Context: an optimization exercise on an open-source flow, tuned for small area. The choices shown serve that exercise and are no tape-out recipe.
The RTL was checked by simulation tests, not by an equivalence proof against the original design.

==> inputs of 03-01 <==
## seg_clock
module seg_clock(clock, rst, seg_d, seg_w, w_key, val);
input        clock;
input        rst;
input  [3:0] val;
input  [4:0] w_key;
output [7:0] seg_d;
output [3:0] seg_w;
reg [3:0] scan;
always @(posedge clock or negedge rst)
  if (!rst) scan <= 4'd3;
  else      scan <= scan + 4'd1;
wire anykey = |w_key;
reg  [1:0] pst;
wire idle = (pst == 2'd0);
wire proc = (pst == 2'd2);         
always @(posedge clock or negedge rst)
  if (!rst) pst <= 2'd0;
  else case (pst)
    2'd0: pst <= anykey ? 2'd1 : 2'd0;
    2'd1: pst <= 2'd2;
    default: pst <= anykey ? 2'd3 : 2'd0;
  endcase
reg [3:0] key;
always @(posedge clock)
  if (idle)
    key <= w_key[1] ? val : {1'b1, w_key[2] | w_key[0], ~w_key[2], w_key[3]};
wire is_dig = ~key[3] | ~(key[2] | key[1]);
wire is_op  = key[3] & (key[2] ^ key[1]);
wire is_eq  = key[3] & key[2] & key[1] & ~key[0];
reg  [1:0]  st;
reg  [1:0]  opreg;    
reg  [1:0]  opc;      
reg  [11:0] reg1;
reg  [11:0] reg2;
reg  [9:0]  res;      
wire s0 = (st == 2'd0);
wire s1 = (st == 2'd1);
wire s2 = st[1];
always @(posedge clock)
  if (proc & is_op) opreg <= key[1:0];
always @(posedge clock or negedge rst)
  if (!rst) begin
    st   <= 2'd0;
    opc  <= 2'd0;
    reg1 <= 12'd0;
    reg2 <= 12'd0;
  end else if (proc) begin
    if (s0) begin
      if (is_dig) reg1 <= {reg1[7:0], key};
      else if (is_op) st <= 2'd1;
    end else if (s1) begin
      if (is_dig) begin
        reg2 <= {reg2[7:0], key};
        opc  <= opreg;
      end else if (is_eq) st <= 2'd2;
    end else begin
      if (is_dig) begin
        reg1 <= {8'd0, key};
        reg2 <= 12'd0;
        st   <= 2'd0;
      end else if (is_op) begin
        reg1 <= {2'd0, res};
        reg2 <= 12'd0;
        st   <= 2'd1;
      end
    end
  end
wire [9:0] abin = reg1[11:8] * 7'd100 + reg1[7:4] * 4'd10 + reg1[3:0];
wire [9:0] bbin = reg2[11:8] * 7'd100 + reg2[7:4] * 4'd10 + reg2[3:0];
reg  [4:0]  cnt;
reg  [10:0] r;
wire go    = w_key[0];
wire ph1   = cnt[4];
wire ph2   = ~cnt[4] & cnt[3];
wire last  = (cnt == 5'd16);
  ...
==> module seg_clock, before the edit <==
module seg_clock(clock, rst, seg_d, seg_w, w_key, val);
input        clock;
input        rst;
input  [3:0] val;
input  [4:0] w_key;
output [7:0] seg_d;
output [3:0] seg_w;
reg [3:0] scan;
always @(posedge clock or negedge rst)
  if (!rst) scan <= 4'd3;
  else      scan <= scan + 4'd1;
wire anykey = |w_key;
reg  [1:0] pst;
wire idle = (pst == 2'd0);
wire proc = (pst == 2'd2);         
always @(posedge clock or negedge rst)
  if (!rst) pst <= 2'd0;
  else case (pst)
    2'd0: pst <= anykey ? 2'd1 : 2'd0;
    2'd1: pst <= 2'd2;
    default: pst <= anykey ? 2'd3 : 2'd0;
  endcase
reg [3:0] key;
always @(posedge clock)
  if (idle)
    key <= w_key[1] ? val : {1'b1, w_key[2] | w_key[0], ~w_key[2], w_key[3]};
wire is_dig = ~key[3] | ~(key[2] | key[1]);
wire is_op  = key[3] & (key[2] ^ key[1]);
wire is_eq  = key[3] & key[2] & key[1] & ~key[0];
reg  [1:0]  st;
reg  [1:0]  opreg;    
reg  [1:0]  opc;      
reg  [11:0] reg1;
reg  [11:0] reg2;
reg  [9:0]  res;      
wire s0 = (st == 2'd0);
wire s1 = (st == 2'd1);
wire s2 = st[1];
always @(posedge clock)
  if (proc & is_op) opreg <= key[1:0];
always @(posedge clock or negedge rst)
  if (!rst) begin
    st   <= 2'd0;
    opc  <= 2'd0;
    reg1 <= 12'd0;
    reg2 <= 12'd0;
  end else if (proc) begin
    if (s0) begin
      if (is_dig) reg1 <= {reg1[7:0], key};
      else if (is_op) st <= 2'd1;
    end else if (s1) begin
      if (is_dig) begin
        reg2 <= {reg2[7:0], key};
        opc  <= opreg;
      end else if (is_eq) st <= 2'd2;
    end else begin
      if (is_dig) begin
        reg1 <= {8'd0, key};
        reg2 <= 12'd0;
        st   <= 2'd0;
      end else if (is_op) begin
        reg1 <= {2'd0, res};
        reg2 <= 12'd0;
        st   <= 2'd1;
      end
    end
  end
wire [9:0] abin = reg1[11:8] * 7'd100 + reg1[7:4] * 4'd10 + reg1[3:0];
wire [9:0] bbin = reg2[11:8] * 7'd100 + reg2[7:4] * 4'd10 + reg2[3:0];
reg  [4:0]  cnt;
reg  [10:0] r;
wire go    = w_key[0];
wire ph1   = cnt[4];
wire ph2   = ~cnt[4] & cnt[3];
wire last  = (cnt == 5'd16);
wire isdiv = (opc == 2'd1);
wire ismul = (opc == 2'd0);
wire issub = (opc == 2'd3);
wire abit  = abin[cnt[3:0]];
wire sin   = ph1 & abit & ~ismul;
wire en    = ph1 & (isdiv | (ismul ? abit : last));
wire neg   = isdiv ? ~r[10] : issub;
wire [10:0] x = {1'b0, bbin ^ {10{neg}}} | {neg, 10'd0};
wire [10:0] t = {r[9:0], sin} + (en ? x : 11'd0) + {10'd0, en & neg};
always @(posedge clock or negedge rst)
  if (!rst) cnt <= 5'd0;
  else if (go) cnt <= 5'd25;
  else if (cnt[4] | cnt[3]) cnt <= cnt - 5'd1;
always @(posedge clock)
  r <= go ? 11'd0 : t;
wire       dsh = isdiv ? (ph1 & ~cnt[3]) : ph2;
wire       din = isdiv ? ~t[10] : r[7];
wire [3:0] u3  = (res[3:0] > 4'd4) ? res[3:0] + 4'd3 : res[3:0];
wire [3:0] t3  = (res[7:4] > 4'd4) ? res[7:4] + 4'd3 : res[7:4];
always @(posedge clock or negedge rst)
  if (!rst) res <= 10'd0;
  else if (go) res <= 10'd0;
  else if (dsh) res <= {res[8], t3, u3, din};
wire [11:0] num = (reg2 != 12'd0) ? reg2 : reg1;
reg  [3:0]  dig;
reg  [3:0]  sw;
always @(*)
  case (scan[3:2])
    2'd0: begin dig = num[11:8]; sw = 4'b0100; end
    2'd1: begin dig = num[7:4];  sw = 4'b0010; end
    2'd2: begin dig = num[3:0];  sw = 4'b0001; end
    default: begin dig = 4'hf;   sw = 4'b0000; end
  endcase
reg [7:0] sd;
always @(*)
  case (dig)
    4'h0: sd = 8'hfc;
    4'h1: sd = 8'h60;
    4'h2: sd = 8'hda;
    4'h3: sd = 8'hf2;
    4'h4: sd = 8'h66;
    4'h5: sd = 8'hb6;
    4'h6: sd = 8'hbe;
    4'h7: sd = 8'he0;
    4'h8: sd = 8'hfe;
    4'h9: sd = 8'hf6;
    default: sd = 8'h00;
  endcase
assign seg_d = sd;
assign seg_w = sw;
endmodule
clock: 150.0 ns
lec_check: 0
cap_margin: 20
core_margin: 2
core_utilization: 40
slew_margin: 20
run.sh (not shown) runs the stock make flow with config.mk's settings and CLKGATE_MAP_FILE= SYNTH_SCRIPT=/design/flow/synth_recipe.tcl, a recipe that flattens the netlist after the stock synthesis.
==> inputs of 12-09, as changes to 03-01 <==
==> flow/design.v (replaced) <==
module seg_clock(clock, rst, seg_d, seg_w, w_key, val);
function [3:0] dab;
  input [3:0] d;
  begin
    dab[3] = d[3] | (d[2] & (d[1] | d[0]));
    dab[2] = (d[2] & ~d[1] & ~d[0]) | (d[3] & d[0]);
    dab[1] = (d[1] & (~d[2] | d[0])) | (d[3] & ~d[0]);
    dab[0] = (~d[3] & ~d[2] & d[0]) | (d[2] & d[1] & ~d[0]) | (d[3] & ~d[0]);
  end
endfunction
function [11:0] radd;
  input [10:0] a;
  input [10:0] b;
  input        ci;
  integer k;
  reg c;
  begin
    c = ci;
    for (k = 0; k < 11; k = k + 1) begin
      radd[k] = a[k] ^ b[k] ^ c;
      c = (a[k] & b[k]) | (c & (a[k] ^ b[k]));
    end
    radd[11] = c;
  end
endfunction
function [9:0] bcd2bin;
  input [11:0] d;
  reg [11:0] y;
  reg [11:0] z;
  begin
    y = radd({6'd0, d[11:8], 1'b0}, {4'd0, d[11:8], 3'b0}, 1'b0);
    y = radd(y[10:0], {7'd0, d[7:4]}, 1'b0);
    z = radd({3'd0, y[6:0], 1'b0}, {1'b0, y[6:0], 3'b0}, 1'b0);
    z = radd(z[10:0], {7'd0, d[3:0]}, 1'b0);
    bcd2bin = z[9:0];
  end
endfunction
input        clock;
input        rst;
input  [3:0] val;
input  [4:0] w_key;
output [7:0] seg_d;
output [3:0] seg_w;
reg [3:0] scan;
always @(posedge clock or negedge rst)
  if (!rst) scan <= 4'd3;
  else      scan <= scan ^ {&scan[2:0], &scan[1:0], scan[0], 1'b1};
wire anykey = |w_key;
reg  [1:0] pst;
wire idle = (pst == 2'd0);
wire proc = (pst == 2'd2);         
always @(posedge clock or negedge rst)
  if (!rst) pst <= 2'd0;
  else case (pst)
    2'd0: pst <= anykey ? 2'd1 : 2'd0;
    2'd1: pst <= 2'd2;
    default: pst <= anykey ? 2'd3 : 2'd0;
  endcase
reg [3:0] key;
always @(posedge clock)
  if (idle)
    key <= w_key[1] ? val : {1'b1, w_key[2] | w_key[0], ~w_key[2], w_key[3]};
wire is_dig = ~key[3] | ~(key[2] | key[1]);
wire is_op  = key[3] & (key[2] ^ key[1]);
wire is_eq  = key[3] & key[2] & key[1] & ~key[0];
reg  [1:0]  st;
reg  [1:0]  opreg;    
reg  [1:0]  opc;      
reg  [11:0] reg1;
reg  [11:0] reg2;
wire s0 = (st == 2'd0);
wire s1 = (st == 2'd1);
wire s2 = st[1];
always @(posedge clock)
  if (proc & is_op) opreg <= key[1:0];
always @(posedge clock or negedge rst)
  if (!rst) begin
    st   <= 2'd0;
    opc  <= 2'd0;
    reg1 <= 12'd0;
    reg2 <= 12'd0;
  end else if (proc) begin
    if (s0) begin
      if (is_dig) reg1 <= {reg1[7:0], key};
      else if (is_op) st <= 2'd1;
    end else if (s1) begin
      if (is_dig) begin
        reg2 <= {reg2[7:0], key};
        opc  <= opreg;
      end else if (is_eq) st <= 2'd2;
    end else begin
      if (is_dig) begin
        reg1 <= {8'd0, key};
        reg2 <= 12'd0;
        st   <= 2'd0;
      end else if (is_op) begin
        reg1 <= {2'd0, q};
        reg2 <= 12'd0;
        st   <= 2'd1;
      end
    end
  end
wire        go   = w_key[0];
wire [9:0]  bin  = bcd2bin(go ? reg1 : reg2);
reg  [4:0]  cnt;
reg  [10:0] r;
reg  [9:0]  q;        
wire ph1   = cnt[4];
wire ph2   = ~cnt[4] & cnt[3];
wire last  = (cnt == 5'd16);
wire isdiv = (opc == 2'd1);
wire ismul = (opc == 2'd0);
wire issub = (opc == 2'd3);
wire abit  = q[9];
wire sin   = ph1 & abit & ~ismul;
wire en    = ph1 & (isdiv | (ismul ? abit : last));
wire neg   = isdiv ? ~r[10] : issub;
wire [10:0] x = {1'b0, bin ^ {10{neg}}} | {neg, 10'd0};
wire [11:0] sum = radd({r[9:0], sin}, x & {11{en}}, en & neg);
wire [10:0] t = sum[10:0];
always @(posedge clock or negedge rst)
  if (!rst) cnt <= 5'd25;
  else if (go) cnt <= 5'd25;
  else if (cnt[4] | cnt[3])
    cnt <= cnt ^ {~|cnt[3:0], ~|cnt[2:0], ~|cnt[1:0], ~cnt[0], 1'b1};
always @(posedge clock)
  r <= go ? 11'd0 : t;
wire       ue  = ph2 | (isdiv & ph1 & ~cnt[3] & ~(cnt[2] & cnt[1]));
wire       te  = ph2 | (isdiv & ph1 & ~cnt[3] & ~cnt[2] & ~cnt[1]);
wire       din = ph1 ? (isdiv & ~cnt[3] & ~t[10]) : r[7];
wire       dsh = ph1 | (ph2 & ~isdiv);
wire [3:0] u3  = ue ? dab(q[3:0]) : q[3:0];
wire [3:0] t3  = te ? dab(q[7:4]) : q[7:4];
always @(posedge clock)
  if (go) q <= bin;
  else if (dsh) q <= {q[8], t3, u3, din};
wire [11:0] num = (reg2 != 12'd0) ? reg2 : reg1;
reg  [3:0]  d;
always @(*)
  case (scan[3:2])
    2'd0: d = num[11:8];
    2'd1: d = num[7:4];
    default: d = num[3:0];
  endcase
wire bl = scan[3] & scan[2];
wire sa = d[3] | d[1] | ~(d[2] ^ d[0]);
wire sb = ~d[2] | ~(d[1] ^ d[0]);
wire sc = d[2] | ~d[1] | d[0];
wire sdd = d[3] | (~d[2] & ~d[0]) | (~d[2] & d[1]) | (d[1] & ~d[0]) | (d[2] & ~d[1] & d[0]);
wire se = ~d[0] & (~d[2] | d[1]);
wire sf = d[3] | (~d[1] & ~d[0]) | (d[2] & ~d[1]) | (d[2] & ~d[0]);
wire sg = d[3] | (d[2] ^ d[1]) | (d[1] & ~d[0]);
assign seg_d = {sa, sb, sc, sdd, se, sf, sg, 1'b0} & {8{~bl}};
assign seg_w = {1'b0, ~scan[3] & ~scan[2], ~scan[3] & scan[2], scan[3] & ~scan[2]};
endmodule
==> flow/flow/run.sh (new file) <==
#!/bin/bash
# Standard ORFS layout (the standard.sh, standard synthesis unchanged) with
# two changes: the port buffers are buf_1 cells, and clock tree synthesis
# uses clkbuf_4 buffers without dummy loads.
set -euo pipefail
cd "$(dirname "$0")/.."
bash standard.sh finish \
  BUFFER_PORTS_ARGS="-buffer_cell sky130_fd_sc_hd__buf_1" \
  CTS_ARGS="-sink_clustering_enable -repair_clock_nets -buf_list sky130_fd_sc_hd__clkbuf_4 -sink_clustering_size 30 -sink_clustering_max_diameter 100 -dont_use_dummy_load" \
  > standard_make.log 2>&1
==> flow/standard.sh (new file) <==
#!/bin/bash
# synth_recipe.tcl (not shown) runs the flow's synth.tcl, then flattens the netlist and writes it again
# the make line also repeats each setting of config.mk as NAME=value (left out here)
make -C /OpenROAD-flow-scripts/flow DESIGN_CONFIG=/design/flow/config.mk WORK_HOME=/design/flow/orfs CLKGATE_MAP_FILE= SYNTH_SCRIPT=/design/flow/synth_recipe.tcl "${@:-finish}"
Settings changed: CTS_BUF_LIST set to sky130_fd_sc_hd__clkbuf_4, CTS_CLUSTER_DIAMETER set to 100, CTS_CLUSTER_SIZE set to 30.
removed: flow/run.sh
==> notes <==
- First-iteration DRC count: 03-01 is larger than 12-09 (about 35%).
- Against 12-09, the fmax of 03-01 is higher by 6.4%.
- Between 03-01 and 12-09, the lower cell area is in 12-09 (gap 33%, measured against 12-09).
- Between 12-09 and 03-01, the lower global-route usage is in 12-09 (gap 1.3 points).

-- static timing again, ports no longer ideal --
The flow's constraints put no driver on any port. The routed layouts listed below were extracted and timed again, unchanged, in two steps.
Step 1 (the two cells are an assumption about what drives the block):
set clk [get_ports {clock}]
set_driving_cell -lib_cell sky130_fd_sc_hd__clkbuf_16 $clk
set_driving_cell -lib_cell sky130_fd_sc_hd__buf_2 [delete_from_list [all_inputs] $clk]
Step 2 times the ports against the registers' clock, not the clock port: input delays grow and output delays shrink by t, the midpoint of the rising clock arrivals with the driver on.
Three values: no drivers, after step 1, after step 2; two values: the first two.
run | t (ns) | setup WS [ns] | worst data-port slew with drivers (ns) | cell pins on the clock port's net
03-01 | 0.369 | 116.311 / 116.276 / 116.645 | 0.03 | 1
12-09 | 0.425 | 114.145 / 114.152 / 113.727 | 0.03 | 1
After both steps every run listed still meets setup and hold. For 12-09, which loses most, drivers alone change the setup slack by +0.007 ns; drivers and shift together by -0.418 ns.
